Context: an optimization exercise on an open-source flow, tuned for small area, a short achievable clock period and few clock cycles per item. The choices shown serve that exercise and are no tape-out recipe.
Function was checked by simulation only, so behaviour that the tests miss may differ from the original.
Power is estimated from default activity; no workload was simulated.

$ cat flow/config.mk
export PLATFORM = sky130hd
export DESIGN_NAME = itch_decoder_top
export DESIGN_NICKNAME = itch_decoder_top
export VERILOG_FILES = /design/flow/design.v
export SDC_FILE = /design/flow/constraint.sdc
export NUM_CORES = 4
export LEC_CHECK = 0
export CAP_MARGIN = 20
export CORE_AREA = 5 5 235 235
export CTS_BUF_LIST = sky130_fd_sc_hd__clkbuf_4 sky130_fd_sc_hd__clkbuf_8
export DIE_AREA = 0 0 240 240
export SETUP_SLACK_MARGIN = 1.2
export SLEW_MARGIN = 20
$ cat flow/constraint.sdc
create_clock -name core_clock -period 3.3 [get_ports {clk}]
set_input_delay 0.6600 -clock core_clock [delete_from_list [all_inputs] [get_ports {clk}]]
set_output_delay 0.6600 -clock core_clock [all_outputs]
set_load 0.01 [all_outputs]
$ cat flow/design.v
package t2t_pkg;
    parameter int unsigned MAC_CLK_FREQ_MHZ  = 156;     
    parameter int unsigned CORE_CLK_FREQ_MHZ = 300;     
    parameter int unsigned PCIE_CLK_FREQ_MHZ = 125;     
    parameter int unsigned CSR_CLK_FREQ_MHZ  = 100;     
    parameter int unsigned AXI_DATA_WIDTH    = 64;      
    parameter int unsigned AXI_KEEP_WIDTH    = AXI_DATA_WIDTH / 8;
    parameter int unsigned TIMESTAMP_WIDTH   = 64;      
    parameter int unsigned MAX_SYMBOLS       = 1024;
    parameter int unsigned SYMBOL_IDX_WIDTH  = $clog2(MAX_SYMBOLS);   
    parameter int unsigned SYMBOL_KEY_WIDTH  = 64;      
    parameter int unsigned BOOK_BANKS        = 4;
    parameter int unsigned PRICE_WIDTH       = 32;
    parameter int unsigned QTY_WIDTH         = 32;
    parameter int unsigned DMA_RECORD_BYTES  = 64;
    parameter int unsigned DMA_RING_DEPTH    = 65536;
    parameter int unsigned DMA_IDX_WIDTH     = $clog2(DMA_RING_DEPTH);   
    parameter int unsigned ITCH_SEQ_WIDTH    = 32;
    parameter int unsigned ITCH_ORDERID_WIDTH = 64;
    typedef enum logic [7:0] {
        ITCH_SYSTEM_EVENT       = 8'h53,   
        ITCH_STOCK_DIRECTORY    = 8'h52,   
        ITCH_STOCK_TRADING_ACTION = 8'h48,  
        ITCH_REG_SHO            = 8'h59,   
        ITCH_MARKET_PARTICIPANT = 8'h4C,   
        ITCH_MWCB_DECLINE       = 8'h56,   
        ITCH_MWCB_STATUS        = 8'h57,   
        ITCH_IPO_QUOTE          = 8'h4B,   
        ITCH_ADD_ORDER          = 8'h41,   
        ITCH_ADD_ORDER_MPID     = 8'h46,   
        ITCH_ORDER_EXECUTED     = 8'h45,   
        ITCH_ORDER_EXECUTED_PX  = 8'h43,   
        ITCH_ORDER_CANCEL       = 8'h58,   
        ITCH_ORDER_DELETE       = 8'h44,   
        ITCH_ORDER_REPLACE      = 8'h55,   
        ITCH_TRADE              = 8'h50,   
        ITCH_CROSS_TRADE        = 8'h51,   
        ITCH_BROKEN_TRADE       = 8'h42,   
        ITCH_NOII               = 8'h49,   
        ITCH_RPII               = 8'h4E,   
        ITCH_UNKNOWN            = 8'hFF
    } itch_msg_type_e;
    typedef enum logic {
        SIDE_BID = 1'b0,
        SIDE_ASK = 1'b1
    } side_e;
    typedef enum logic [3:0] {
        RISK_ACCEPT          = 4'h0,
        RISK_PRICE_BAND      = 4'h1,
        RISK_TOKEN_BUCKET    = 4'h2,
        RISK_POSITION_LIMIT  = 4'h3,
        RISK_KILL_SWITCH     = 4'h4,
        RISK_STALE_DATA      = 4'h5,
        RISK_SEQ_GAP         = 4'h6,
        RISK_HALT            = 4'h7,
        RISK_UNKNOWN_SYMBOL  = 4'h8,
        RISK_RESERVED        = 4'hF
    } risk_reason_e;
    typedef enum logic [3:0] {
        PARSE_OK             = 4'h0,
        PARSE_CRC_ERROR      = 4'h1,
        PARSE_LENGTH_ERROR   = 4'h2,
        PARSE_IP_CHECKSUM    = 4'h3,
        PARSE_UNSUPPORTED    = 4'h4,
        PARSE_TRUNCATED      = 4'h5
    } parse_error_e;
    typedef struct packed {
        logic [TIMESTAMP_WIDTH-1:0] ingress_ts;    
        logic                       crc_ok;         
        logic                       is_multicast;   
        logic [1:0]                 vlan_count;     
        logic [3:0]                 error_flags;    
    } mac_tuser_t;
    typedef struct packed {
        logic [TIMESTAMP_WIDTH-1:0] ingress_ts;
        logic [31:0]                src_ip;
        logic [31:0]                dst_ip;
        logic [15:0]                src_port;
        logic [15:0]                dst_port;
        logic [15:0]                udp_len;
        logic [15:0]                payload_offset;   
        logic [3:0]                 parse_error;
        logic                       is_valid;
    } parsed_pkt_t;
    typedef struct packed {
        logic [TIMESTAMP_WIDTH-1:0] ingress_ts;
        logic [TIMESTAMP_WIDTH-1:0] decode_ts;
        logic [ITCH_SEQ_WIDTH-1:0]  seq_num;
        itch_msg_type_e             msg_type;
        logic [SYMBOL_KEY_WIDTH-1:0] symbol_key;
        logic [SYMBOL_IDX_WIDTH-1:0] symbol_idx;
        logic                       symbol_valid;
        side_e                      side;
        logic [PRICE_WIDTH-1:0]     price;
        logic [QTY_WIDTH-1:0]       qty;
        logic [ITCH_ORDERID_WIDTH-1:0] order_id;
        logic                       is_book_update;   
        logic                       stale;            
        logic [3:0]                 error_flags;
    } itch_msg_t;
    typedef struct packed {
        logic [PRICE_WIDTH-1:0]     bid_px;
        logic [QTY_WIDTH-1:0]       bid_qty;
        logic [PRICE_WIDTH-1:0]     ask_px;
        logic [QTY_WIDTH-1:0]       ask_qty;
        logic [TIMESTAMP_WIDTH-1:0] last_update_ts;
        logic                       valid;
    } tob_entry_t;
    typedef struct packed {
        logic [TIMESTAMP_WIDTH-1:0] ingress_ts;
        logic [TIMESTAMP_WIDTH-1:0] book_ts;
        logic [SYMBOL_IDX_WIDTH-1:0] symbol_idx;
        tob_entry_t                 tob;
        logic [PRICE_WIDTH-1:0]     last_trade_px;
        logic [QTY_WIDTH-1:0]       last_trade_qty;
        logic                       tob_changed;
        logic                       trade_occurred;
        logic                       stale;
        itch_msg_type_e             trigger_msg_type;
    } book_event_t;
    typedef struct packed {
        book_event_t                book_event;
        logic [31:0]                ref_price;        
        logic signed [31:0]         position;         
        logic [31:0]                notional;         
    } risk_input_t;
    typedef struct packed {
        logic                       accept;
        risk_reason_e               reason;
        logic [TIMESTAMP_WIDTH-1:0] decision_ts;
        book_event_t                book_event;       
    } risk_output_t;
    typedef struct packed {
        logic [63:0]                reserved_hi;      
        logic [15:0]                pad;
        logic [15:0]                payload_crc16;
        logic [31:0]                feature2;         
        logic [31:0]                feature1;         
        logic [31:0]                feature0;         
        logic [31:0]                ref_px;
        logic [31:0]                price;
        logic [31:0]                qty;
        logic [7:0]                 flags;
        logic [7:0]                 side;
        logic [15:0]                sym_idx;
        logic [63:0]                ts_dec;
        logic [63:0]                ts_ing;
        logic [31:0]                reserved_lo;
        logic [31:0]                seq;
    } dma_record_t;
    typedef enum logic [11:0] {
        CSR_BUILD_ID        = 12'h000,
        CSR_CTRL            = 12'h004,
        CSR_PRICE_BAND_BPS  = 12'h008,
        CSR_TOKEN_RATE      = 12'h00C,
        CSR_POSITION_LIMIT  = 12'h010,
        CSR_STALE_USEC      = 12'h014,
        CSR_SEQ_GAP_THR     = 12'h018,
        CSR_KILL            = 12'h01C,
        CSR_SYMTAB_DATA     = 12'h020,
        CSR_SYMTAB_COMMIT   = 12'h040,
        CSR_LAT_HIST_BASE   = 12'h100,
        CSR_DROPS           = 12'h180,
        CSR_CRC_BAD         = 12'h184,
        CSR_SEQ_GAPS        = 12'h188,
        CSR_ACCEPTS         = 12'h18C,
        CSR_BLOCKS          = 12'h190,
        CSR_EVENT_LOG       = 12'h200,
        CSR_RING_BASE_LO    = 12'h300,
        CSR_RING_BASE_HI    = 12'h304,
        CSR_RING_LEN        = 12'h308,
        CSR_PROD_IDX        = 12'h320,
        CSR_CONS_IDX_SHADOW = 12'h324,
        CSR_MSIX_CFG        = 12'h328
    } csr_addr_e;
endpackage
module itch_decoder #(
    parameter int unsigned MAX_MSG_BYTES = 64
) (
    input  logic                    clk,
    input  logic                    rst_n,
    input  logic [MAX_MSG_BYTES*8-1:0] s_axis_tdata,
    input  logic [7:0]              s_axis_tkeep,
    input  logic                    s_axis_tlast,
    input  logic [95:0]             s_axis_tuser,
    input  logic                    s_axis_tvalid,
    output logic                    s_axis_tready,
    output t2t_pkg::itch_msg_t      decoded_msg,
    output logic                    decoded_valid,
    input  logic                    decoded_ready,
    output logic [t2t_pkg::SYMBOL_KEY_WIDTH-1:0] sym_lookup_key,
    output logic                    sym_lookup_valid,
    input  logic [t2t_pkg::SYMBOL_IDX_WIDTH-1:0] sym_lookup_idx,
    input  logic                    sym_lookup_hit,
    input  logic                    sym_lookup_ready,
    output logic [31:0]             stat_add_orders,
    output logic [31:0]             stat_executes,
    output logic [31:0]             stat_cancels,
    output logic [31:0]             stat_deletes,
    output logic [31:0]             stat_replaces,
    output logic [31:0]             stat_trades,
    output logic [31:0]             stat_unknown
);
    logic [7:0] in_type;
    logic       in_u, in_r, in_d, in_ecx, in_s, in_book;
    logic [63:0] in_order_id, in_symbol;
    logic [31:0] in_qty, in_price;
    logic        in_side;
    assign in_type = s_axis_tuser[63:56];
    assign in_u    = (in_type == 8'h55);
    assign in_r    = (in_type == 8'h52);
    assign in_d    = (in_type == 8'h44);
    assign in_ecx  = (in_type == 8'h45) || (in_type == 8'h43) || (in_type == 8'h58);
    assign in_s    = (in_type == 8'h53);
    assign in_book = (in_type == 8'h41) || (in_type == 8'h46) || (in_type == 8'h50) || in_ecx || in_d || in_u;
    assign in_order_id = in_u ?
        {s_axis_tdata[152 +: 8], s_axis_tdata[160 +: 8], s_axis_tdata[168 +: 8], s_axis_tdata[176 +: 8],
         s_axis_tdata[184 +: 8], s_axis_tdata[192 +: 8], s_axis_tdata[200 +: 8], s_axis_tdata[208 +: 8]} :
        {s_axis_tdata[88 +: 8],  s_axis_tdata[96 +: 8],  s_axis_tdata[104 +: 8], s_axis_tdata[112 +: 8],
         s_axis_tdata[120 +: 8], s_axis_tdata[128 +: 8], s_axis_tdata[136 +: 8], s_axis_tdata[144 +: 8]};
    assign in_symbol = in_r ?
        {s_axis_tdata[88 +: 8],  s_axis_tdata[96 +: 8],  s_axis_tdata[104 +: 8], s_axis_tdata[112 +: 8],
         s_axis_tdata[120 +: 8], s_axis_tdata[128 +: 8], s_axis_tdata[136 +: 8], s_axis_tdata[144 +: 8]} :
        {s_axis_tdata[192 +: 8], s_axis_tdata[200 +: 8], s_axis_tdata[208 +: 8], s_axis_tdata[216 +: 8],
         s_axis_tdata[224 +: 8], s_axis_tdata[232 +: 8], s_axis_tdata[240 +: 8], s_axis_tdata[248 +: 8]};
    always_comb begin
        if (in_u)
            in_qty = {s_axis_tdata[216 +: 8], s_axis_tdata[224 +: 8], s_axis_tdata[232 +: 8], s_axis_tdata[240 +: 8]};
        else if (in_d)
            in_qty = '0;
        else if (in_ecx)
            in_qty = {s_axis_tdata[152 +: 8], s_axis_tdata[160 +: 8], s_axis_tdata[168 +: 8], s_axis_tdata[176 +: 8]};
        else
            in_qty = {s_axis_tdata[160 +: 8], s_axis_tdata[168 +: 8], s_axis_tdata[176 +: 8], s_axis_tdata[184 +: 8]};
    end
    assign in_price = in_u ?
        {s_axis_tdata[248 +: 8], s_axis_tdata[256 +: 8], s_axis_tdata[264 +: 8], s_axis_tdata[272 +: 8]} :
        {s_axis_tdata[256 +: 8], s_axis_tdata[264 +: 8], s_axis_tdata[272 +: 8], s_axis_tdata[280 +: 8]};
    assign in_side = (s_axis_tdata[152 +: 8] != 8'h42);
    logic        emit_r;
    logic        look_r;
    logic [47:0] r_ts;
    logic [31:0] r_seq;
    logic [7:0]  r_type;
    logic        r_stale;
    logic [3:0]  r_err;        
    logic        r_book;       
    logic [63:0] r_order_id;
    logic [63:0] r_symbol;
    logic [31:0] r_qty;
    logic [31:0] r_price;
    logic        r_side;
    logic [9:0]  r_idx;
    logic        r_hit;
    logic in_needs_lk, take;
    logic [6:0] r_cls, in_cls;
    always_comb begin
        in_cls = 7'b1000000;
        case (in_type)
            8'h41, 8'h46: in_cls = 7'b0000001;
            8'h45, 8'h43: in_cls = 7'b0000010;
            8'h58:        in_cls = 7'b0000100;
            8'h44:        in_cls = 7'b0001000;
            8'h55:        in_cls = 7'b0010000;
            8'h50:        in_cls = 7'b0100000;
            default:      in_cls = 7'b1000000;
        endcase
    end
    assign in_needs_lk = (in_type == 8'h41) || (in_type == 8'h46) || (in_type == 8'h50) || in_r;
    assign decoded_valid = emit_r || (look_r && sym_lookup_ready);
    assign take          = decoded_valid && decoded_ready;
    assign s_axis_tready = !(emit_r || look_r) || take;
    always_ff @(posedge clk or negedge rst_n) begin
        if (!rst_n) begin
            emit_r <= 1'b0;
            look_r <= 1'b0;
        end else if (s_axis_tready) begin
            emit_r <= s_axis_tvalid && !in_needs_lk;
            look_r <= s_axis_tvalid && in_needs_lk;
        end else if (look_r && sym_lookup_ready) begin
            emit_r <= 1'b1;
            look_r <= 1'b0;
        end
    end
    always_ff @(posedge clk) begin
        if (s_axis_tready) begin
            r_ts       <= s_axis_tuser[47:0];
            r_seq      <= s_axis_tuser[95:64];
            r_type     <= in_type;
            r_cls      <= in_cls;
            r_stale    <= s_axis_tuser[55];
            r_err      <= (in_book || in_s || in_r) ? s_axis_tuser[51:48] : 4'hF;
            r_book     <= in_book;
            r_order_id <= in_order_id;
            r_symbol   <= in_symbol;
            r_qty      <= in_qty;
            r_price    <= in_price;
            r_side     <= in_side;
        end
        if (!emit_r) begin
            r_idx <= sym_lookup_idx;
            r_hit <= sym_lookup_hit;
        end
    end
    assign sym_lookup_valid = look_r;
    assign sym_lookup_key   = r_symbol;
    always_comb begin
        decoded_msg                = '0;
        decoded_msg.ingress_ts     = {16'h0, r_ts};
        decoded_msg.decode_ts      = '0;
        decoded_msg.seq_num        = r_seq;
        decoded_msg.msg_type       = t2t_pkg::itch_msg_type_e'(r_type);
        decoded_msg.symbol_key     = r_symbol;
        decoded_msg.symbol_idx     = emit_r ? r_idx : sym_lookup_idx;
        decoded_msg.symbol_valid   = emit_r ? r_hit : sym_lookup_hit;
        decoded_msg.side           = t2t_pkg::side_e'(r_side);
        decoded_msg.price          = r_price;
        decoded_msg.qty            = r_qty;
        decoded_msg.order_id       = r_order_id;
        decoded_msg.is_book_update = r_book;
        decoded_msg.stale          = r_stale;
        decoded_msg.error_flags    = r_err;
    end
    always_ff @(posedge clk or negedge rst_n) begin
        if (!rst_n) begin
            stat_add_orders <= '0;
            stat_executes   <= '0;
            stat_cancels    <= '0;
            stat_deletes    <= '0;
            stat_replaces   <= '0;
            stat_trades     <= '0;
            stat_unknown    <= '0;
        end else begin
            if (take && r_cls[0]) stat_add_orders <= stat_add_orders + 1'b1;
            if (take && r_cls[1]) stat_executes   <= stat_executes + 1'b1;
            if (take && r_cls[2]) stat_cancels    <= stat_cancels + 1'b1;
            if (take && r_cls[3]) stat_deletes    <= stat_deletes + 1'b1;
            if (take && r_cls[4]) stat_replaces   <= stat_replaces + 1'b1;
            if (take && r_cls[5]) stat_trades     <= stat_trades + 1'b1;
            if (take && r_cls[6]) stat_unknown    <= stat_unknown + 1'b1;
        end
    end
endmodule
module itch_decoder_top (
    input  logic          clk,
    input  logic          rst_n,
    input  logic [511:0]  s_axis_tdata,
    input  logic [7:0]    s_axis_tkeep,
    input  logic          s_axis_tlast,
    input  logic [95:0]   s_axis_tuser,
    input  logic          s_axis_tvalid,
    output logic          s_axis_tready,
    output logic [63:0]   dec_ingress_ts,
    output logic [63:0]   dec_decode_ts,
    output logic [31:0]   dec_seq_num,
    output logic [7:0]    dec_msg_type,
    output logic [63:0]   dec_symbol_key,
    output logic [9:0]    dec_symbol_idx,
    output logic          dec_symbol_valid,
    output logic          dec_side,
    output logic [31:0]   dec_price,
    output logic [31:0]   dec_qty,
    output logic [63:0]   dec_order_id,
    output logic          dec_is_book_update,
    output logic          dec_stale,
    output logic [3:0]    dec_error_flags,
    output logic          decoded_valid,
    input  logic          decoded_ready,
    output logic [63:0]   sym_lookup_key,
    output logic          sym_lookup_valid,
    input  logic [9:0]    sym_lookup_idx,
    input  logic          sym_lookup_hit,
    input  logic          sym_lookup_ready,
    output logic [31:0]   stat_add_orders,
    output logic [31:0]   stat_executes,
    output logic [31:0]   stat_cancels,
    output logic [31:0]   stat_deletes,
    output logic [31:0]   stat_replaces,
    output logic [31:0]   stat_trades,
    output logic [31:0]   stat_unknown
);
    t2t_pkg::itch_msg_t decoded_msg;
    itch_decoder #(
        .MAX_MSG_BYTES (64)
    ) u_decoder (
        .clk              (clk),
        .rst_n            (rst_n),
        .s_axis_tdata     (s_axis_tdata),
        .s_axis_tkeep     (s_axis_tkeep),
        .s_axis_tlast     (s_axis_tlast),
        .s_axis_tuser     (s_axis_tuser),
        .s_axis_tvalid    (s_axis_tvalid),
        .s_axis_tready    (s_axis_tready),
        .decoded_msg      (decoded_msg),
        .decoded_valid    (decoded_valid),
        .decoded_ready    (decoded_ready),
        .sym_lookup_key   (sym_lookup_key),
        .sym_lookup_valid (sym_lookup_valid),
        .sym_lookup_idx   (sym_lookup_idx),
        .sym_lookup_hit   (sym_lookup_hit),
        .sym_lookup_ready (sym_lookup_ready),
        .stat_add_orders  (stat_add_orders),
        .stat_executes    (stat_executes),
        .stat_cancels     (stat_cancels),
        .stat_deletes     (stat_deletes),
        .stat_replaces    (stat_replaces),
        .stat_trades      (stat_trades),
        .stat_unknown     (stat_unknown)
    );
    assign dec_ingress_ts     = decoded_msg.ingress_ts;
    assign dec_decode_ts      = decoded_msg.decode_ts;
    assign dec_seq_num        = decoded_msg.seq_num;
    assign dec_msg_type       = decoded_msg.msg_type;
    assign dec_symbol_key     = decoded_msg.symbol_key;
    assign dec_symbol_idx     = decoded_msg.symbol_idx;
    assign dec_symbol_valid   = decoded_msg.symbol_valid;
    assign dec_side           = decoded_msg.side;
    assign dec_price          = decoded_msg.price;
    assign dec_qty            = decoded_msg.qty;
    assign dec_order_id       = decoded_msg.order_id;
    assign dec_is_book_update = decoded_msg.is_book_update;
    assign dec_stale          = decoded_msg.stale;
    assign dec_error_flags    = decoded_msg.error_flags;
endmodule
$ cat flow/flow/run.sh
#!/bin/bash
# Own layout flow: the standard flow (standard.sh) with these changes:
#  - port buffers are buf_1 cells instead of the delay buffer buffer_ports picks by default
#    (every port still gets its own buffer);
#  - pins may sit one routing track apart, so the die can be much smaller than the pin count
#    would otherwise allow; the clock pin is placed alone mid-left (pins_pre.tcl).
# Each ORFS step logs to orfs/logs/...; standard.sh's own output goes to standard.log.
set -euo pipefail
here=$(pwd)
half=$(awk '/^export DIE_AREA/ {print ($5 + $7) / 2}' config.mk)
export BUFFER_PORTS_ARGS="-buffer_cell sky130_fd_sc_hd__buf_1"
export PLACE_PINS_ARGS="-min_distance 1 -min_distance_in_tracks -corner_avoidance 15 -exclude left:$(( ${half%.*} - 8 ))-$(( ${half%.*} + 8 ))"
export PRE_IO_PLACEMENT_TCL="$here/flow/pins_pre.tcl"
echo "PLACE_PINS_ARGS=$PLACE_PINS_ARGS" > run.log
bash standard.sh > standard.log 2>&1
$ cat flow/flow/pins_pre.tcl
# Put the clock pin alone in the middle of the left edge; place_pins keeps the
# stretch around it free (see PLACE_PINS_ARGS in run.sh), so no other pin sits
# one track from it.
set die [ord::get_die_area]
set ymid [expr {([lindex $die 1] + [lindex $die 3]) / 2.0}]
place_pin -pin_name clk -layer met3 -location [list 0.4 $ymid] -force_to_die_boundary
$ cat flow/standard.sh
#!/bin/bash
# synth_recipe.tcl (not shown) runs the flow's synth.tcl, then flattens the netlist and writes it again
# the make line also repeats each setting of config.mk as NAME=value (left out here)
make -C /OpenROAD-flow-scripts/flow DESIGN_CONFIG=/design/flow/config.mk WORK_HOME=/design/flow/orfs CLKGATE_MAP_FILE= SYNTH_SCRIPT=/design/flow/synth_recipe.tcl "${@:-finish}"
==> results.toml, run 1 <==
[outcome]
status = "complete, no violations"

[sta]
period_share_pct = 74.0
finClkSkew_ps = 33.9
setup_tns_ps = 0
worstMarginPinSlew_ps = 758
min_period_ps = 2440
fmax_mhz = 409
slew_headroom_pct = 49.5
rsz0062_at_grt = "true"
whs_ps = 143
maxSlewViolCount = 0
report.final.hold_viol_count = 0
setup_violations = 0

[global_route]
grt_max_degree = 118
antenna_found_initial = 38
grt_use_total_pct = 27.0
grt_pass1_wl_um = 115000
grt_pass1_vias = 17511
grt-ovfl-total = 0

[run]
max-cap-violations = 0

[finish]
regArea_um2 = 14700
final_nets = 3251
final_common_cell = "buf_1"
layout-drive-gt1-share_pct = 18.1
multiInputGateArea_um2 = 7990
fin_area_um2 = 29500
syn2layout_area_growth_pct = 27.6
layout_common_cells = "854 x buf_1, 294 x edfxtp_1, 219 x dfrtp_1, 136 x xnor2_1, 102 x nand2_1"
post-route-util_pct = 56.3
stdcell_count = 3398
fillers = 4594

[clock_tree]
cts.path.max_buffers = 3
htreeDepth = 3
cts.sinks = 531
cts_made_buffers = 91
clock_latency_ps = 680
cts_tree = "done"
root_buffer = "clkbuf_8"
path_clk_slew_ps = 60

[placement]
placed_area_um2 = 27200
place_inst = 3190
io_buffers = 897
dpl.hpwl_um = 65800
place_congestion = 0.963

[drt]
post-route-drc-count = 0
antenna_left = 0
routed_wl_um = 83500
routedWlPerCell_um = 24.6
num_vias = 17571
dr.pass1.iters = 5
drt_iter0_markers = 1324
avgViaCountPerCell = 5.17

[hold_path]
hp-class = "in -> reg"

[yosys]
synth_edf_count = 294
synth_seq_area_share_pct = 63.6
yosys.area.top_type_share_pct = 38.2
yosys-top-cells-area = "edfxtp_1 38%, dfrtp_1 24%, mux2_2 8.7%"
ys_seq_elements = 531
syn_avg_cell_area_um2 = 13.7
post-synth-top-area-cell = "edfxtp_1"
synthesis.instances = 1688
synth_ff_type = "edfxtp_1"
synth_cell_types = 53
synth_area_um2 = 23100
ys_warn_count = 1
async_flop_share_pct = 42.6

[worst_setup_path]
crit_arrival_ps = 2980
start_kind = "flop"
cp.required_ps = 3840
critPathKind = "reg -> reg"
worstPathMaxFanout = 16
crit_path_end_kind = "flop"

[pwr]
p_per_area_nw_per_um2 = 562
p_leak_uw = 0.0119
ir_drop_v = 0.000410

[die]
core_um2 = 52400
die_w_um = 240
start_util_pct = 44.1
die-area_um2 = 57600
ios = 1301
die_height_um = 240
num_rows = 84
==> sequential cells by signal (all words and copies together), names as in the netlist, 4 cells and up <==
register and count:
u_decoder.stat_cancels 32, u_decoder.stat_deletes 32, u_decoder.r_price 32, u_decoder.r_qty 32, u_decoder.stat_unknown 32, u_decoder.stat_replaces 32, u_decoder.r_idx 10, u_decoder.r_cls 7
u_decoder.r_err 4, u_decoder.stat_executes 32, u_decoder.r_ts 48, u_decoder.r_symbol 64, u_decoder.stat_trades 32, u_decoder.stat_add_orders 32, u_decoder.r_type 8, u_decoder.r_order_id 64
u_decoder.r_seq 32
==> repair_timing <==
| item | CTS | global route |
|---|---|---|
| resized for setup | 46 | 36 |
| endpoints found under the setup margin | 96 | 103 |
| pin swaps | 5 | 2 |
| setup buffers | 8 | 7 |
| hold endpoints to repair | 29 | 0 |
| hold buffers | 1 | 0 |
==> cell usage after synthesis, types with 7 or more instances <==
master and count:
edfxtp_1 294, dfrtp_1 226, mux2_2 178, buf_4 145, xnor2_1 137, nand2_1 103, nand3_1 88, xor2_1 81
nor2_1 63, nor3_1 40, and2_1 39, nand4_1 38, clkbuf_1 33, a221o_1 30, and3_1 26, inv_1 26
and4_1 22, buf_2 12, dfxtp_1 11, nor2b_1 10, nor4_1 10, ha_1 7, or2_2 7
==> critical path, stage by stage (launching register included) <==
cell	delay, ps
dfrtp_1	370
buf_12	170
a21oi_4	40
buf_4	190
or4_4	590
or4_4	620
nand2b_4	190
xnor2_2	150
==> final timing paths <==
| kind | from | end | slack [ps] | depth (start not counted) |
|---|---|---|---|---|
| setup / recovery | u_decoder.emit_r | u_decoder.stat_trades[26] | 860 | 7 |
| hold / removal | s_axis_tuser[30] | u_decoder.r_ts[30] | 140 | 1 |
| setup reg to reg | u_decoder.emit_r | u_decoder.stat_trades[26] | 860 | 7 |
| hold reg to reg | u_decoder.stat_unknown[31] | u_decoder.stat_unknown[31] | 470 | 1 |
| max in group asynchronous | rst_n | u_decoder.stat_executes[17] | 1820 | 3 |
| min in group asynchronous | rst_n | u_decoder.stat_trades[30] | 530 | 2 |
==> cell families after synthesis <==
family / synth area share (%)
adders and majority gates: 0.379
AOI/OAI and AO/OA: 2.00
buffers and inverters: 5.96
xor gates and xnor gates: 8.26
DFF: 63.6
muxes: 8.71
other: 0.0162
and+or+nand+nor: 11.1
==> routing by layer <==
layer / vias to the layer above / routed length [um] / global-route usage [%]
met5: - / 188 / 0
met4: 32 / 6390 / 16.8
met3: 251 / 11700 / 14.7
met2: 1029 / 36000 / 39.4
met1: 8528 / 29200 / 31.0
li1: 7731 / - / -
==> report_power, final <==
group / total, uW / switching, uW / internal, uW / leakage [uW]
Clock: 6100 / 2760 / 3340 / 0.000993
Sequential: 8110 / 385 / 7730 / 0.00607
Combinational: 2370 / 1610 / 761 / 0.00480
Total: 16600 / 4760 / 11800 / 0.0119
==> area by class of cell <==
| class | count | area share, % |
|---|---|---|
| antenna | 24 | 0.204 |
| clock buffer | 134 | 5.51 |
| clock inverter | 34 | 0.810 |
| inverter | 26 | 0.348 |
| multi-input combinational | 1018 | 27.1 |
| sequential | 531 | 49.9 |
| tap | 688 | 2.92 |
| timing repair buffer | 943 | 13.3 |
==> stage by stage <==
stage	power, uW	setup slack [ps]
after detailed placement	10500	504
after floorplan	9440	-2510
after global placement	10500	491
after global routing	17300	783
after CTS	16700	831
final	16600	856
Testbench counts, summed over its fixed seeds: cycles 17,920, items 16,000.
==> run 2: changes to the inputs <==
--- a/flow/design.v
+++ b/flow/design.v
@@ -237,8 +237,11 @@
         {s_axis_tdata[248 +: 8], s_axis_tdata[256 +: 8], s_axis_tdata[264 +: 8], s_axis_tdata[272 +: 8]} :
         {s_axis_tdata[256 +: 8], s_axis_tdata[264 +: 8], s_axis_tdata[272 +: 8], s_axis_tdata[280 +: 8]};
     assign in_side = (s_axis_tdata[152 +: 8] != 8'h42);
-    logic        emit_r;
-    logic        look_r;
+    logic        emit_r, look_r, empty_r;
+    logic        emit_i, look_i;
+    logic        hold_r;
+    logic        load;         
+    logic        take_i;       
     logic [47:0] r_ts;
     logic [31:0] r_seq;
     logic [7:0]  r_type;
@@ -269,25 +272,46 @@
     assign in_needs_lk = (in_type == 8'h41) || (in_type == 8'h46) || (in_type == 8'h50) || in_r;
     assign decoded_valid = emit_r || (look_r && sym_lookup_ready);
     assign take          = decoded_valid && decoded_ready;
-    assign s_axis_tready = !(emit_r || look_r) || take;
+    assign s_axis_tready = empty_r || take;
+    assign take_i = decoded_ready && (emit_i || (look_i && sym_lookup_ready));
+    assign load   = empty_r || take_i;
     always_ff @(posedge clk or negedge rst_n) begin
         if (!rst_n) begin
-            emit_r <= 1'b0;
-            look_r <= 1'b0;
+            emit_r  <= 1'b0;
+            look_r  <= 1'b0;
+            empty_r <= 1'b1;
         end else if (s_axis_tready) begin
-            emit_r <= s_axis_tvalid && !in_needs_lk;
-            look_r <= s_axis_tvalid && in_needs_lk;
+            emit_r  <= s_axis_tvalid && !in_needs_lk;
+            look_r  <= s_axis_tvalid && in_needs_lk;
+            empty_r <= !s_axis_tvalid;
         end else if (look_r && sym_lookup_ready) begin
-            emit_r <= 1'b1;
-            look_r <= 1'b0;
+            emit_r  <= 1'b1;
+            look_r  <= 1'b0;
+        end
+    end
+    always_ff @(posedge clk or negedge rst_n) begin
+        if (!rst_n) begin
+            emit_i <= 1'b0;
+            look_i <= 1'b0;
+            hold_r <= 1'b0;
+        end else if (load) begin
+            emit_i <= !in_needs_lk;
+            look_i <= in_needs_lk;
+            hold_r <= 1'b0;
+        end else if (sym_lookup_ready) begin
+            if (look_i) begin
+                emit_i <= 1'b1;
+                look_i <= 1'b0;
+            end
+            hold_r <= 1'b1;
         end
     end
     always_ff @(posedge clk) begin
-        if (s_axis_tready) begin
+        if (load) begin
             r_ts       <= s_axis_tuser[47:0];
             r_seq      <= s_axis_tuser[95:64];
             r_type     <= in_type;
-            r_cls      <= in_cls;
+            r_cls      <= s_axis_tvalid ? in_cls : 7'b0;
             r_stale    <= s_axis_tuser[55];
             r_err      <= (in_book || in_s || in_r) ? s_axis_tuser[51:48] : 4'hF;
             r_book     <= in_book;
@@ -297,7 +321,7 @@
             r_price    <= in_price;
             r_side     <= in_side;
         end
-        if (!emit_r) begin
+        if (!hold_r) begin
             r_idx <= sym_lookup_idx;
             r_hit <= sym_lookup_hit;
         end
@@ -311,8 +335,8 @@
         decoded_msg.seq_num        = r_seq;
         decoded_msg.msg_type       = t2t_pkg::itch_msg_type_e'(r_type);
         decoded_msg.symbol_key     = r_symbol;
-        decoded_msg.symbol_idx     = emit_r ? r_idx : sym_lookup_idx;
-        decoded_msg.symbol_valid   = emit_r ? r_hit : sym_lookup_hit;
+        decoded_msg.symbol_idx     = hold_r ? r_idx : sym_lookup_idx;
+        decoded_msg.symbol_valid   = hold_r ? r_hit : sym_lookup_hit;
         decoded_msg.side           = t2t_pkg::side_e'(r_side);
         decoded_msg.price          = r_price;
         decoded_msg.qty            = r_qty;
@@ -331,13 +355,13 @@
             stat_trades     <= '0;
             stat_unknown    <= '0;
         end else begin
-            if (take && r_cls[0]) stat_add_orders <= stat_add_orders + 1'b1;
-            if (take && r_cls[1]) stat_executes   <= stat_executes + 1'b1;
-            if (take && r_cls[2]) stat_cancels    <= stat_cancels + 1'b1;
-            if (take && r_cls[3]) stat_deletes    <= stat_deletes + 1'b1;
-            if (take && r_cls[4]) stat_replaces   <= stat_replaces + 1'b1;
-            if (take && r_cls[5]) stat_trades     <= stat_trades + 1'b1;
-            if (take && r_cls[6]) stat_unknown    <= stat_unknown + 1'b1;
+            if (take_i && r_cls[0]) stat_add_orders <= stat_add_orders + 1'b1;
+            if (take_i && r_cls[1]) stat_executes   <= stat_executes + 1'b1;
+            if (take_i && r_cls[2]) stat_cancels    <= stat_cancels + 1'b1;
+            if (take_i && r_cls[3]) stat_deletes    <= stat_deletes + 1'b1;
+            if (take_i && r_cls[4]) stat_replaces   <= stat_replaces + 1'b1;
+            if (take_i && r_cls[5]) stat_trades     <= stat_trades + 1'b1;
+            if (take_i && r_cls[6]) stat_unknown    <= stat_unknown + 1'b1;
         end
     end
 endmodule
==> run 2 against run 1 <==
- first-iteration DRC count grew 2.0%
- fmax grew 4.3%
- clock power decreased by 3%
- utilization increased by 0.26 points
- setup slack better by 100 ps
- largest cell class unchanged
- sequential power shrank 13%
- global-route usage grew 2.4 points
- highest routed layer unchanged
- count of clock-buffer cells in the layout unchanged
- combinational power fell by 72%
- register-to-register slack better by 440 ps
==> results.toml, run 2 <==
[clock_tree]
path_clk_slew_ps = 60
cts.path.max_buffers = 3
cts_tree = "done"
cts.sinks = 535
cts_made_buffers = 91
clock_latency_ps = 670
htreeDepth = 3
root_buffer = "clkbuf_8"

[global_route]
grt-ovfl-total = 0
grt_max_degree = 73
grtUsageMet1_pct = 34.5
antenna_found_initial = 45
grt_pass1_vias = 17848
busiest_layer = "met2"
grt_pass1_wl_um = 124000
grt_use_total_pct = 29.4
use_met3_pct = 15.0
grt_use_met2_pct = 44.3

[worst_setup_path]
critPathMostFrequentCell = "buf_6"
cp_top_family = "flip-flops"
path_cells = "buf_6, mux2_4, buf_6"
cp.required_ps = 2640
slowest_delay_ps = 420
slowest_stage = "dfrtp_2"
crit_arrival_ps = 1680
worstPathMaxFanout = 6
critPathKind = "reg -> out"
crit_path_end_kind = "output pin"
start_kind = "flop"
path_buf_inv = 2
rrSetupSlack_ps = 1300

[outcome]
status = "complete, no violations"

[yosys]
synth_edf_count = 294
synth_area_um2 = 23300
synth_top_cells_by_count = "294 x edfxtp_1, 229 x dfrtp_1, 178 x mux2_2"
synth_ff_type = "edfxtp_1"
synth_cell_types = 57
post-synth-top-area-cell = "edfxtp_1"
synth_top_family_by_area = "simple AND/OR/NAND/NOR gates"
syn_avg_cell_area_um2 = 13.9
synth_xor_xnor_area_share_pct = 8.20
yosys.area.top_type_share_pct = 37.9
async_flop_share_pct = 43.0
synthSimpleGateAreaFrac_pct = 11.5
synth_seq_area_share_pct = 63.6
synthesis.instances = 1671
synthAdderAreaFrac_pct = 0.376
ys_warn_count = 1
synthMuxAreaShare_pct = 8.65
yosys-top-cells-area = "edfxtp_1 38%, dfrtp_1 25%, mux2_2 8.6%"
yosysMostFrequentCell = "edfxtp_1"
synth_compound_area_share_pct = 1.89
ys_seq_elements = 535

[placement]
io_buffers = 897
dp_worst_setup_slack_ps = 446
place_congestion = 1.03
dpl.hpwl_um = 71900
place_inst = 3183

[die]
start_util_pct = 44.4
core_um2 = 52400
die_height_um = 240
die_w_um = 240
die-area_um2 = 57600
ios = 1301
num_rows = 84

[sta]
fmax_mhz = 427
report.final.hold_viol_count = 0
layout_setup_ws_ps = 957
finClkSkew_ps = 23.6
worstMarginPinSlew_ps = 659
setup_violations = 0
whs_ps = 152
slew_headroom_pct = 55.5
maxSlewViolCount = 0
min_period_ps = 2340
setup_tns_ps = 0
period_share_pct = 71.0
rsz0062_at_grt = "true"

[finish]
layout-drive-gt1-share_pct = 17.7
final_nets = 3248
syn2layout_area_growth_pct = 27.3
top_regs = "u_decoder.r_order_id x64, u_decoder.r_symbol x64, u_decoder.r_ts x48"
final_common_cell = "buf_1"
post-route-util_pct = 56.5
stdcell_count = 3392
layout_common_cells = "845 x buf_1, 294 x edfxtp_1, 223 x dfrtp_1, 155 x xnor2_1, 107 x mux2_4"

[drt]
dr.pass1.iters = 5
num_vias = 18034
post-route-drc-count = 0
drt_iter0_markers = 1350
routedWlPerCell_um = 26.6
avgViaCountPerCell = 5.32
routed_wl_um = 90300
antenna_left = 0

[run]
max-cap-violations = 0

[pwr]
p_leak_uw = 0.0117
p_per_area_nw_per_um2 = 461
ir_drop_v = 0.000388

[hold_path]
hp-class = "in -> reg"
## run 2: power breakdown
part           switching (uW)  internal, uW  total (uW)
registers                4.90          7080        7080
clock network            2750          3170        5920
logic                     357           299         656
total                    3120         10500       13700
## run 2: final timing paths
| check | startpoint | end | cells past startpoint |
|---|---|---|---|
| max in group asynchronous | rst_n | u_decoder.stat_deletes[13] | 3 |
| min in group asynchronous | rst_n | u_decoder.stat_trades[31] | 2 |
| hold reg to reg | u_decoder.stat_trades[31] | u_decoder.stat_trades[31] | 1 |
| hold / removal | s_axis_tuser[9] | u_decoder.r_ts[9] | 1 |
| setup reg to reg | u_decoder.stat_unknown[5] | u_decoder.stat_unknown[28] | 5 |
| setup / recovery | u_decoder.hold_r | dec_symbol_idx[6] | 3 |
## run 2: logic make-up (layout without fill, tap and decap cells)
kind of cell / after synthesis / in the layout
AO/OA/AOI/OAI: 51 / 51
XOR/XNOR: 218 / 218
adder cells (fa/ha/maj): 7 / 7
buffers and inverters: 201 / 1131
flip-flops: 535 / 535
multiplexers: 179 / 179
other: 1 / 104
AND/OR/NAND/NOR: 479 / 479
## run 2: layer usage
layer	share of wire, %	wire, um
met5	0.22	198
met4	6.8	6120
met3	13	11800
met2	45	40200
met1	35	31900
## run 2: cell type report
type,count,area [um2]
clock buffer,134,1630
tap,688,861
antenna,24,60.1
inverter,12,45.0
multi-input combinational,1014,7960
fill,4627,22800
sequential,535,14800
timing repair buffer,954,4120
clock inverter,31,161
## run 2: through the flow
stage | area, um2 | total power [uW]
6_report | 29600 | 13700
5_1_grt | 29600 | 14200
4_1_cts | 29400 | 13800
3_5_place_dp | 27400 | 7830
3_3_place_gp | 27400 | 7810
2_1_floorplan | 24200 | 7550
## run 2: what timing repair did
item | CTS | global route
pin swaps | 4 | 5
setup endpoints to repair | 74 | 74
endpoints found under the hold margin | 24 | 0
gates resized for setup | 75 | 40
hold buffers | 1 | 0
setup buffers | 12 | 7
Testbench counts of run 2, summed over its fixed seeds: cycles 17,920, items 16,000.
==> run 3: changes to the inputs <==
--- a/flow/design.v
+++ b/flow/design.v
@@ -321,7 +321,7 @@
             r_price    <= in_price;
             r_side     <= in_side;
         end
-        if (!hold_r) begin
+        if (look_i) begin
             r_idx <= sym_lookup_idx;
             r_hit <= sym_lookup_hit;
         end
--- a/flow/config.mk
+++ b/flow/config.mk
@@ -7,7 +7,8 @@
 export LEC_CHECK = 0
 export CAP_MARGIN = 20
 export CORE_AREA = 5 5 235 235
-export CTS_BUF_LIST = sky130_fd_sc_hd__clkbuf_4 sky130_fd_sc_hd__clkbuf_8
+export CTS_CLUSTER_DIAMETER = 80
+export CTS_CLUSTER_SIZE = 24
 export DIE_AREA = 0 0 240 240
 export SETUP_SLACK_MARGIN = 1.2
 export SLEW_MARGIN = 20
==> run 3 against run 2 <==
- worst hold slack improved by 35 ps
- flip-flop and latch count unchanged
- synthesized area grew 0.47%
- first-iteration DRC count increased by 2.8%
- synthesized cell count did not move
- cell area fell by 1.2%
- combinational power shrank 13%
- fmax is 2.8% higher
- largest power group unchanged
==> results.toml, run 3 <==
[yosys]
synthesis.instances = 1671
synth_edf_count = 305
ys_warn_count = 1
async_flop_share_pct = 43.0
yosysMostFrequentCell = "edfxtp_1"
synth_area_um2 = 23400
synth_ff_type = "edfxtp_1"
synth_top_cells_by_count = "305 x edfxtp_1, 229 x dfrtp_1, 178 x mux2_2"
synth_seq_area_share_pct = 63.7
yosys-top-cells-area = "edfxtp_1 39%, dfrtp_1 24%, mux2_2 8.6%"
syn_avg_cell_area_um2 = 14.0
synth_cell_types = 56
ys_seq_elements = 535
yosys.area.top_type_share_pct = 39.1
post-synth-top-area-cell = "edfxtp_1"

[drt]
drt_iter0_markers = 1388
avgViaCountPerCell = 5.36
routedWlPerCell_um = 26.9
routed_wl_um = 88500
num_vias = 17661
post-route-drc-count = 0
dr.pass1.iters = 5
antenna_left = 0

[global_route]
grt_use_total_pct = 28.2
antenna_found_initial = 34
grt-ovfl-total = 0
grt_pass1_vias = 17323
grt_pass1_wl_um = 120000
grt_max_degree = 59

[worst_setup_path]
slowest_delay_ps = 390
worstPathMaxFanout = 6
critPathKind = "reg -> out"
path_cells = "buf_6, mux2_2, buf_6"
start_kind = "flop"
cp_top_family = "flip-flops"
cp.required_ps = 2640
path_buf_inv = 2
critPathMostFrequentCell = "buf_6"
crit_arrival_ps = 1620
r2r-start = "u_decoder.stat_unknown[11]"
slowest_stage = "dfrtp_2"
crit_path_end_kind = "output pin"
crit_start = "u_decoder.hold_r"

[clock_tree]
cts.path.max_buffers = 3
cts-hold-fix-buffers = 0
path_clk_slew_ps = 100
root_buffer = "clkbuf_16"
cts_made_buffers = 31
clock_latency_ps = 630
cts_tree = "done"
htreeDepth = 1
cts.sinks = 535

[pwr]
p_per_area_nw_per_um2 = 409
totalPowerFinal_uw = 12000
p_leak_uw = 0.0113
ir_drop_v = 0.000451

[die]
num_rows = 84
die_height_um = 240
core_um2 = 52400
die-area_um2 = 57600
start_util_pct = 44.6
ios = 1301
die_w_um = 240

[hold_path]
hp-start = "s_axis_tuser[18]"
hp-class = "in -> reg"

[sta]
slew_headroom_pct = 39.1
rsz0062_at_grt = "true"
setup_violations = 0
maxSlewViolCount = 0
fmax_mhz = 439
finClkSkew_ps = 35.2
period_share_pct = 69.0
layout_setup_ws_ps = 1020
min_period_ps = 2280
report.final.hold_viol_count = 0
worstMarginPinSlew_ps = 913

[placement]
dp_worst_setup_slack_ps = 276
dpl.hpwl_um = 70100
io_buffers = 897
place_congestion = 1.02

[finish]
top_regs = "u_decoder.r_order_id x64, u_decoder.r_symbol x64, u_decoder.r_ts x48"
layout-drive-gt1-share_pct = 14.4
final_common_cell = "buf_1"
syn2layout_area_growth_pct = 25.1
layout_common_cells = "877 x buf_1, 305 x edfxtp_1, 224 x dfrtp_1, 155 x xnor2_1, 99 x mux2_4"
regArea_um2 = 14900
final_nets = 3203
post-route-util_pct = 55.8
multiInputGateArea_um2 = 8010
fillers = 4640

[outcome]
status = "complete, no violations"

[run]
max-cap-violations = 0
## run 3: cell count changes after synthesis, sizes merged
cell / change
dfxtp: -11
edfxtp: +11
## run 3: cell families (layout without fill, tap and decap cells)
family / Yosys count / count (layout) / share of synthesized area, %
muxes: 179 / 179 / 8.61
and+or+nand+nor: 479 / 482 / 11.5
DFF: 535 / 535 / 63.7
other: 1 / 96 / 0.0160
xor gates and xnor gates: 218 / 218 / 8.16
adders and majority gates: 7 / 7 / 0.374
AOI/OAI and AO/OA: 51 / 51 / 1.88
buffers and inverters: 201 / 1036 / 5.75
## run 3: metrics by stage
stage                     hold WS, ps  std cells  cell area (um2)  TNS [ps]
after CTS                         154       3259            29000         0
final                             187       3292            29300         0
after floorplan                   364       1750            24300    -20250
after detailed placement          457       3184            27600         0
after global placement            454       3184            27600         0
after global routing              159       3280            29300         0
## run 3: worst paths after layout
path | endpoint | slack, ps | depth (start not counted)
setup reg to reg | u_decoder.stat_unknown[27] | 1270 | 5
hold / removal | u_decoder.r_ts[18] | 190 | 1
hold reg to reg | u_decoder.stat_trades[31] | 480 | 1
max in group asynchronous | u_decoder.stat_replaces[21] | 2210 | 2
setup / recovery | dec_symbol_idx[5] | 1020 | 3
min in group asynchronous | u_decoder.stat_unknown[21] | 200 | 1
## run 3: area by class of cell
type	instances	share of cell area [%]
clock buffers	37	2.76
repair buffers	966	15.0
clock inverters	21	0.705
multi-input cells	1017	27.4
well taps	688	2.94
inverters	12	0.154
flip-flops and latches	535	51.0
diodes	16	0.137
## run 3: power breakdown
| part | switching [uW] | total [uW] | internal [uW] | leakage (uW) |
|---|---|---|---|---|
| sequential | 0.0000000000000231 | 7070 | 7070 | 0.00590 |
| combinational | 316 | 569 | 253 | 0.00490 |
| clock | 2410 | 4330 | 1920 | 0.000492 |
## run 3: layer usage
layer | up-vias | part of all wire [%] | routed length, um | GRT usage (%)
li1 | 7657 | - | - | -
met2 | 980 | 43 | 38100 | 41.6
met4 | 42 | 7.0 | 6180 | 14.8
met1 | 8745 | 37 | 32700 | 34.5
met3 | 237 | 13 | 11300 | 13.7
met5 | - | 0.29 | 254 | 0
## run 3: timing repair
item,4_1_cts,5_1_grt
setup buffers,14,10
pin swaps,4,10
gates resized for setup,57,27
setup endpoints to repair,433,240
cloned,3,7
Testbench counts of run 3, summed over its fixed seeds: cycles 17,920, items 16,000.
==> run 4: changes to the inputs <==
--- a/flow/config.mk
+++ b/flow/config.mk
@@ -10,5 +10,5 @@
 export CTS_CLUSTER_DIAMETER = 80
 export CTS_CLUSTER_SIZE = 24
 export DIE_AREA = 0 0 240 240
-export SETUP_SLACK_MARGIN = 1.2
+export SETUP_SLACK_MARGIN = 1.5
 export SLEW_MARGIN = 20
==> run 4 against run 3 <==
- register-to-register slack improved by 90 ps
- critical path type unchanged
- utilization increased by 13 points
- fmax increased by 0.86%
==> results.toml, run 4 <==
[yosys]
synth_ff_type = "edfxtp_1"
yosys.area.top_type_share_pct = 39.1
async_flop_share_pct = 43.0
synth_cell_types = 56
synth_edf_count = 305
synthesis.instances = 1671
synth_top_cells_by_count = "305 x edfxtp_1, 229 x dfrtp_1, 178 x mux2_2"
synth_seq_area_share_pct = 63.7
yosys-top-cells-area = "edfxtp_1 39%, dfrtp_1 24%, mux2_2 8.6%"
yosysMostFrequentCell = "edfxtp_1"
ys_warn_count = 1
post-synth-top-area-cell = "edfxtp_1"
synth_area_um2 = 23400
syn_avg_cell_area_um2 = 14.0
ys_seq_elements = 535

[sta]
finClkSkew_ps = 25.6
period_share_pct = 68.5
worstMarginPinSlew_ps = 681
whs_ps = 137
rsz0062_at_grt = "true"
maxSlewViolCount = 0
report.final.hold_viol_count = 0
slew_headroom_pct = 54.6
fmax_mhz = 443
setup_violations = 0
min_period_ps = 2260

[worst_setup_path]
crit_path_end_kind = "output pin"
rrSetupSlack_ps = 1360
critPathMostFrequentCell = "buf_6"
cp_top_family = "flip-flops"
reg2regPathDepth = 6
slowest_stage = "dfrtp_2"
path_buf_inv = 2
crit_arrival_ps = 1600
worstPathMaxFanout = 6
slowest_delay_ps = 430
critPathKind = "reg -> out"
path_cells = "buf_6, mux2_4, buf_6"
regToRegEndpoint = "u_decoder.stat_deletes[31]"
cp.required_ps = 2640
start_kind = "flop"
r2r-start = "u_decoder.stat_deletes[5]"

[clock_tree]
clock_latency_ps = 590
cts.path.max_buffers = 3
cts.sinks = 535
root_buffer = "clkbuf_16"
cts_tree = "done"
cts_made_buffers = 35
htreeDepth = 2
path_clk_slew_ps = 90

[global_route]
grtUsageMet1_pct = 36.5
grt_use_met2_pct = 48.1
use_met3_pct = 12.7
grt_pass1_vias = 19507
grt_max_degree = 71
busiest_layer = "met2"
grt_pass1_wl_um = 132000
antenna_found_initial = 34
grt_use_total_pct = 31.1
grt-ovfl-total = 0

[drt]
antenna_left = 0
num_vias = 19765
dr.pass1.iters = 5
routed_wl_um = 98500
avgViaCountPerCell = 5.40
post-route-drc-count = 0
drt_iter0_markers = 1381
routedWlPerCell_um = 26.9

[run]
max-cap-violations = 0

[die]
die_w_um = 240
ios = 1301
num_rows = 84
die-area_um2 = 57600
start_util_pct = 44.6
core_um2 = 52400
die_height_um = 240

[pwr]
ir_drop_v = 0.000340
p_per_area_nw_per_um2 = 344
p_leak_uw = 0.0160

[finish]
layout-drive-gt1-share_pct = 47.7
stdcell_count = 3658
final_nets = 3566
fin_area_um2 = 36000
final_common_cell = "buf_1"
layout_common_cells = "368 x buf_1, 331 x buf_4, 310 x buf_6, 305 x edfxtp_1, 199 x dfrtp_1"
post-route-util_pct = 68.6
top_regs = "u_decoder.r_order_id x64, u_decoder.r_symbol x64, u_decoder.r_ts x48"
syn2layout_area_growth_pct = 53.7

[placement]
dpl.hpwl_um = 69900
io_buffers = 897
placed_area_um2 = 27800
place_inst = 3182
place_congestion = 1.03

[hold_path]
hp-class = "in -> async"

[outcome]
status = "complete, no violations"
==> run 4: cell counts after synthesis <==
Identical to the previous run, type by type.
==> run 4: where the power goes <==
part / total (uW) / leakage (uW) / internal [uW] / switching (uW)
clock network: 4690 / 0.000543 / 2160 / 2520
logic: 616 / 0.00964 / 283 / 333
registers: 7070 / 0.00585 / 7070 / 0.0000000000000246
total: 12400 / 0.0160 / 9510 / 2860
==> run 4: repair_timing <==
item                                     CTS  global route
endpoints found under the hold margin      0             0
endpoints found under the setup margin  1183           959
pin swaps                                 38           102
hold buffers                               0             0
gates resized for setup                  883           392
cloned                                    22             2
setup buffers                            300            71
==> run 4: stage by stage <==
step                power [uW]  setup WS, ps  TNS [ps]
floorplan                 7530         -68.3    -20150
global placement          7750           354         0
detailed placement        7770           342         0
CTS                      12400          1010         0
global route             12700           989         0
finish                   12400          1040         0
==> run 4: final cells by class <==
cell class              instances  area, um2
repair buffers               1325       9950
diodes                         20       50.0
inverters                      12       45.0
well taps                     688        861
multi-input cells            1017       8970
clock inverters                22        214
clock buffers                  39        912
flip-flops and latches        535      15000
fillers                      3782      16500
==> run 4: worst register-to-register path, stage by stage, from the launching register on <==
cell     delay (ps)
dfrtp_1         420
buf_6           130
nand4_1         200
nor4_4          430
and4_4          360
nand4_1         140
xnor2_1         160
==> run 4: worst max path at each step <==
stage	slack (ps)	endpoint	depth (start not counted)	from
2_1_floorplan	-70	u_decoder.r_book	3	sym_lookup_ready
3_3_place_gp	350	u_decoder.r_order_id[27]	6	s_axis_tuser[63]
3_5_place_dp	340	u_decoder.r_order_id[35]	6	s_axis_tuser[62]
4_1_cts	1010	dec_symbol_idx[0]	3	u_decoder.hold_r
5_1_grt	990	dec_symbol_idx[0]	3	u_decoder.hold_r
6_report	1040	dec_symbol_idx[2]	3	u_decoder.hold_r
==> run 4: cell families (layout without fill, tap and decap cells) <==
| group | after synthesis | count (layout) | share of synthesized area (%) |
|---|---|---|---|
| fa+ha+maj | 7 | 7 | 0.374 |
| other cells | 1 | 100 | 0.0160 |
| buf+inv | 201 | 1398 | 5.75 |
| compound gates | 51 | 51 | 1.88 |
| mux | 179 | 179 | 8.61 |
| xor+xnor | 218 | 218 | 8.16 |
| flops | 535 | 535 | 63.7 |
| simple gates | 479 | 482 | 11.5 |
==> run 4: per-layer routing <==
metal | part of all wire [%] | wire (um)
met1 | 34 | 33900
met2 | 46 | 45100
met4 | 7.4 | 7240
met5 | 0.17 | 166
met3 | 12 | 12000
==> run 5: changes to the inputs <==
--- a/flow/config.mk
+++ b/flow/config.mk
@@ -10,5 +10,5 @@
 export CTS_CLUSTER_DIAMETER = 80
 export CTS_CLUSTER_SIZE = 24
 export DIE_AREA = 0 0 240 240
-export SETUP_SLACK_MARGIN = 1.5
+export SETUP_SLACK_MARGIN = 1.0
 export SLEW_MARGIN = 20
==> run 5 against run 4 <==
- non-clock buffer count decreased by 379
- die area unchanged
- via count decreased by 12%
- critical path depth unchanged
- critical endpoint is now dec_symbol_idx[4]
- largest power group unchanged
- highest routed layer unchanged
==> results.toml, run 5 <==
[yosys]
synthesis.instances = 1671
synth_seq_area_share_pct = 63.7
yosys-top-cells-area = "edfxtp_1 39%, dfrtp_1 24%, mux2_2 8.6%"
synth_cell_types = 56
post-synth-top-area-cell = "edfxtp_1"
ys_warn_count = 1
synth_top_cells_by_count = "305 x edfxtp_1, 229 x dfrtp_1, 178 x mux2_2"
async_flop_share_pct = 43.0
synth_ff_type = "edfxtp_1"
synth_area_um2 = 23400
yosysMostFrequentCell = "edfxtp_1"
syn_avg_cell_area_um2 = 14.0
ys_seq_elements = 535
synth_edf_count = 305
yosys.area.top_type_share_pct = 39.1

[pwr]
combPwrFrac_pct = 4.3
switchingPower_uw = 2830
p_int_uw = 9900
clkPwrFrac_pct = 40.2
p_seq_share_pct = 55.5
swShare_pct = 22.3
ir_drop_v = 0.000438
totalPowerFinal_uw = 12700
p_per_area_nw_per_um2 = 438
p_leak_uw = 0.0111

[clock_tree]
root_buffer = "clkbuf_16"
cts_made_buffers = 38
clock_latency_ps = 590
cts_tree = "done"
cts-hold-fix-buffers = 0
cts.sinks = 535
cts.path.max_buffers = 3
htreeDepth = 2
path_clk_slew_ps = 80

[worst_setup_path]
reg2regPathDepth = 5
start_kind = "flop"
crit_path_end_kind = "output pin"
cp.required_ps = 2640
regToRegEndpoint = "u_decoder.stat_unknown[27]"
worstPathMaxFanout = 6
crit_arrival_ps = 1610
rrSetupSlack_ps = 1160
r2r-start = "u_decoder.stat_unknown[11]"
critPathKind = "reg -> out"

[sta]
maxSlewViolCount = 0
fmax_mhz = 440
rsz0062_at_grt = "true"
setup_violations = 0
period_share_pct = 68.8
report.final.hold_viol_count = 0
min_period_ps = 2270
whs_ps = 124
slew_headroom_pct = 55.6
layout_setup_ws_ps = 1030
worstMarginPinSlew_ps = 659
finClkSkew_ps = 23.9

[drt]
num_vias = 17371
antenna_left = 0
routedWlPerCell_um = 25.8
drt_iter0_markers = 1283
dr.pass1.iters = 5
routed_wl_um = 84600
post-route-drc-count = 0
avgViaCountPerCell = 5.29

[global_route]
antenna_found_initial = 29
grt_use_total_pct = 27.3
grt-ovfl-total = 0
grt_pass1_wl_um = 116000
grt_max_degree = 95
grt_pass1_vias = 17111

[hold_path]
hp-class = "in -> async"

[finish]
top_regs = "u_decoder.r_order_id x64, u_decoder.r_symbol x64, u_decoder.r_ts x48"
final_common_cell = "buf_1"
layout_common_cells = "883 x buf_1, 305 x edfxtp_1, 225 x dfrtp_1, 155 x xnor2_1, 93 x nand2_1"
syn2layout_area_growth_pct = 24.3
layout-drive-gt1-share_pct = 13.4
final_nets = 3187

[die]
die-area_um2 = 57600
ios = 1301
core_um2 = 52400
start_util_pct = 44.6
die_height_um = 240
num_rows = 84
die_w_um = 240

[placement]
dpl.hpwl_um = 68000
io_buffers = 897
dp_worst_setup_slack_ps = 346
place_congestion = 0.978

[outcome]
status = "complete, no violations"

[run]
max-cap-violations = 0
## run 5: stage by stage
step / instance area (um2) / cells / utilization [%] / setup TNS, ps
after global placement: 27500 / 3186 / 52.4 / 0
after floorplan: 24200 / 1750 / - / -20250
after CTS: 28900 / 3258 / 55.1 / 0
final: 29100 / 3282 / 55.5 / 0
after global routing: 29100 / 3270 / 55.4 / 0
after detailed placement: 27500 / 3186 / 52.4 / 0
## run 5: final cells by class
class / count / area, um2
clock inverters: 16 / 208
repair buffers: 946 / 4010
flip-flops and latches: 535 / 14900
multi-input cells: 1014 / 7890
inverters: 12 / 45.0
well taps: 688 / 861
fillers: 4580 / 23400
clock buffers: 49 / 1100
diodes: 22 / 55.1
## run 5: how the worst max path moves through the flow
stage / startpoint / to / slack, ps / cells past startpoint
finish: u_decoder.hold_r / dec_symbol_idx[4] / 1030 / 3
floorplan: sym_lookup_ready / u_decoder.r_book / -70 / 3
detailed placement: s_axis_tuser[62] / u_decoder.r_price[10] / 350 / 6
global route: u_decoder.hold_r / dec_symbol_idx[4] / 980 / 3
CTS: u_decoder.hold_r / dec_symbol_idx[2] / 920 / 3
global placement: s_axis_tuser[62] / u_decoder.r_price[11] / 360 / 6
## run 5: logic make-up after synthesis
logic type | share of synthesized area (%)
AO/OA/AOI/OAI | 1.88
adder cells (fa/ha/maj) | 0.374
flip-flops | 63.7
buffers and inverters | 5.75
other | 0.0160
XOR/XNOR | 8.16
multiplexers | 8.61
AND/OR/NAND/NOR | 11.5
## run 5: worst max-delay path, cell delays in order (launching register included)
cell      delay (ps)
dfrtp_2          400
buf_12           120
mux2_2           330
clkbuf_2         190
## run 5: metal layers
layer | vias to the layer above | global-route usage, % | wire length, um
met1 | 8547 | 31.3 | 29300
met3 | 208 | 12.4 | 10700
met5 | - | 0.589 | 145
met4 | 24 | 14.2 | 5740
li1 | 7640 | - | -
met2 | 952 | 43.2 | 38800
## run 5: what timing repair did
item | in CTS | in global routing
gates resized for setup | 14 | 46
pin swaps | 4 | 1
buffers inserted | 7 | 2
endpoints found under the setup margin | 48 | 251
## run 5: power groups by stage
stage	combinational [uW]	clock, uW	sequential [uW]
floorplan	304	0	7220
global placement	527	0	7210
detailed placement	543	0	7210
CTS	545	5240	7070
global route	599	5500	7070
finish	549	5110	7070
==> run 6: changes to the inputs <==
--- a/flow/design.v
+++ b/flow/design.v
@@ -321,7 +321,7 @@
             r_price    <= in_price;
             r_side     <= in_side;
         end
-        if (look_i) begin
+        if (!hold_r) begin
             r_idx <= sym_lookup_idx;
             r_hit <= sym_lookup_hit;
         end
--- a/flow/config.mk
+++ b/flow/config.mk
@@ -7,8 +7,8 @@
 export LEC_CHECK = 0
 export CAP_MARGIN = 20
 export CORE_AREA = 5 5 235 235
-export CTS_CLUSTER_DIAMETER = 80
-export CTS_CLUSTER_SIZE = 24
+export CTS_CLUSTER_DIAMETER = 100
+export CTS_CLUSTER_SIZE = 30
 export DIE_AREA = 0 0 240 240
-export SETUP_SLACK_MARGIN = 1.0
+export SETUP_SLACK_MARGIN = 1.2
 export SLEW_MARGIN = 20
==> run 6 against run 5 <==
- non-clock buffer count is 4 higher
- worst hold slack worse by 71 ps
- clock skew up 6.9 ps
- sequential share of layout area increased by 0.64 points
- fmax shrank 0.30%
- cell area shrank 2.0%
- die area is the same
- cell count shrank 0.85%
- combinational power grew 19%
- clock power shrank 29%
- utilization shrank 1.1 points
- global-route usage grew 1.3 points
- critical path type unchanged
- largest cell class unchanged
==> results.toml, run 6 <==
[yosys]
synthesis.instances = 1671
synth_area_um2 = 23300
post-synth-top-area-cell = "edfxtp_1"
ys_seq_elements = 535
yosys.area.top_type_share_pct = 37.9
synth_edf_count = 294
synth_top_cells_by_count = "294 x edfxtp_1, 229 x dfrtp_1, 178 x mux2_2"
async_flop_share_pct = 43.0
yosys-top-cells-area = "edfxtp_1 38%, dfrtp_1 25%, mux2_2 8.6%"
syn_avg_cell_area_um2 = 13.9
synth_ff_type = "edfxtp_1"
yosysMostFrequentCell = "edfxtp_1"
synth_seq_area_share_pct = 63.6
synth_cell_types = 57
ys_warn_count = 1

[drt]
routed_wl_um = 89200
avgViaCountPerCell = 5.41
post-route-drc-count = 0
drt_iter0_markers = 1418
routedWlPerCell_um = 27.4
antenna_left = 0
num_vias = 17620
dr.pass1.iters = 5

[sta]
report.final.hold_viol_count = 0
fmax_mhz = 439
rsz0062_at_grt = "true"
maxSlewViolCount = 0
worstMarginPinSlew_ps = 670
period_share_pct = 69.0
layout_setup_ws_ps = 1020
min_period_ps = 2280
slew_headroom_pct = 54.7
finClkSkew_ps = 30.8
setup_violations = 0

[global_route]
grt_max_degree = 73
antenna_found_initial = 46
grt_pass1_vias = 17190
grt-ovfl-total = 0
grt_pass1_wl_um = 121000
grt_use_total_pct = 28.6

[finish]
layout_common_cells = "878 x buf_1, 294 x edfxtp_1, 225 x dfrtp_1, 155 x xnor2_1, 103 x mux2_4"
post-route-util_pct = 54.4
layout-drive-gt1-share_pct = 12.6
final_nets = 3176
fillers = 4689
syn2layout_area_growth_pct = 22.4
stdcell_count = 3254
top_regs = "u_decoder.r_order_id x64, u_decoder.r_symbol x64, u_decoder.r_ts x48"
multiInputGateArea_um2 = 7940
final_common_cell = "buf_1"
fin_area_um2 = 28500
regArea_um2 = 14800

[pwr]
totalPowerFinal_uw = 11300
p_leak_uw = 0.0110
ir_drop_v = 0.000435
p_per_area_nw_per_um2 = 397

[hold_path]
hp-class = "in -> async"

[worst_setup_path]
cp.required_ps = 2640
critPathKind = "reg -> out"
critPathMostFrequentCell = "buf_6"
slowest_delay_ps = 390
start_kind = "flop"
worstPathMaxFanout = 6
crit_arrival_ps = 1620
path_cells = "buf_6, mux2_2, buf_6"
path_buf_inv = 2
crit_path_end_kind = "output pin"
slowest_stage = "dfrtp_2"
cp_top_family = "flip-flops"

[run]
max-cap-violations = 0

[placement]
place_congestion = 1.03
io_buffers = 897
dp_worst_setup_slack_ps = 446
dpl.hpwl_um = 71900
placed_area_um2 = 27400
place_inst = 3183

[outcome]
status = "complete, no violations"

[die]
num_rows = 84
start_util_pct = 44.4
die_w_um = 240
die-area_um2 = 57600
die_height_um = 240
core_um2 = 52400
ios = 1301

[clock_tree]
cts-hold-fix-buffers = 0
cts_tree = "done"
htreeDepth = 1
clock_latency_ps = 590
root_buffer = "clkbuf_16"
cts_made_buffers = 23
cts.sinks = 535
path_clk_slew_ps = 120
cts.path.max_buffers = 3
## run 6: changes by cell type after synthesis, sizes merged
cell | previous run | this run
edfxtp | 305 | 294
dfxtp | 0 | 11
## run 6: layout make-up
class	count	share of cell area, %
clock inverters	6	0.377
multi-input cells	1014	27.9
inverters	12	0.158
well taps	688	3.02
repair buffers	950	14.4
flip-flops and latches	535	51.9
diodes	22	0.193
clock buffers	27	2.07
## run 6: logic make-up (layout without fill, tap and decap cells)
family | Yosys count | in the layout | share of synthesized area [%]
DFF | 535 | 535 | 63.6
and+or+nand+nor | 479 | 479 | 11.5
xor gates and xnor gates | 218 | 218 | 8.20
buffers and inverters | 201 | 995 | 5.78
muxes | 179 | 179 | 8.65
AOI/OAI and AO/OA | 51 | 51 | 1.89
adders and majority gates | 7 | 7 | 0.376
other | 1 | 102 | 0.0161
## run 6: metal layers
metal	vias up	global-route usage, %	share of wire [%]
li1	7587	-	-
met1	8766	34.4	36
met2	994	43.4	45
met3	227	12.7	12
met4	46	15.4	6.9
met5	-	0	0.31
## run 6: final timing paths
path                                               to  slack (ps)  cells after the start                 startpoint
setup reg to reg           u_decoder.stat_unknown[27]        1280                      5  u_decoder.stat_unknown[5]
setup / recovery                    dec_symbol_idx[7]        1020                      3           u_decoder.hold_r
max in group asynchronous  u_decoder.stat_deletes[26]        2340                      2                      rst_n
hold / removal              u_decoder.stat_trades[24]          50                      1                      rst_n
hold reg to reg             u_decoder.stat_trades[31]         480                      1  u_decoder.stat_trades[31]
min in group core_clock            u_decoder.r_ts[18]         230                      1           s_axis_tuser[18]
## run 6: through the flow
stage / hold slack (ps) / TNS (ps)
2_1_floorplan: 364 / -18810
3_3_place_gp: 456 / 0
3_5_place_dp: 462 / 0
4_1_cts: 32.1 / 0
5_1_grt: 48.0 / 0
6_report: 52.2 / 0
## run 6: repair_timing
item,CTS,global route
gates resized for setup,52,24
setup endpoints to repair,161,92
cloned,0,2
buffers inserted,7,7
pin swaps,4,6
## run 6: power by group
| group | switching [uW] | leakage (uW) | internal, uW |
|---|---|---|---|
| Clock | 2190 | 0.000337 | 1420 |
| Combinational | 356 | 0.00475 | 296 |
| Sequential | 4.70 | 0.00589 | 7070 |
Testbench counts of run 6, summed over its fixed seeds: cycles 17,920, items 16,000.

[static timing again, ports no longer ideal]
The flow's constraints put no driver on any port. The routed layouts listed below were extracted and timed again, unchanged, in two steps.
Step 1 sets driving cells, clkbuf_16 on the clock port and buf_2 on the other inputs (assumed; they add their load-dependent delay and slew).
Step 2, shift: input delay + t, output delay - t, t = (earliest + latest rising clock arrival at the registers) / 2. This alone moves slack from input paths to output paths.
Three values: no drivers, after step 1, after step 2; two values: the first two.
run | shift t [ns] | slack for setup (ns) | clock arrival spread, ns
run 1 | 0.704 | 0.856 / 0.856 / 0.337 | 0.034 / 0.033
run 2 | 0.699 | 0.957 / 0.916 / 0.480 | 0.035 / 0.035
run 3 | 0.659 | 1.021 / 0.978 / 0.568 | 0.038 / 0.038
run 4 | 0.617 | 1.041 / 0.999 / 0.508 | 0.026 / 0.026
run 5 | 0.613 | 1.028 / 0.986 / 0.454 | 0.038 / 0.038
run 6 | 0.612 | 1.021 / 0.980 / 0.551 | 0.037 / 0.038
After both steps setup and hold are still met in every run listed. The setup slack of run 5, which loses most, moves by -0.042 ns with the drivers and by -0.574 ns with both steps.
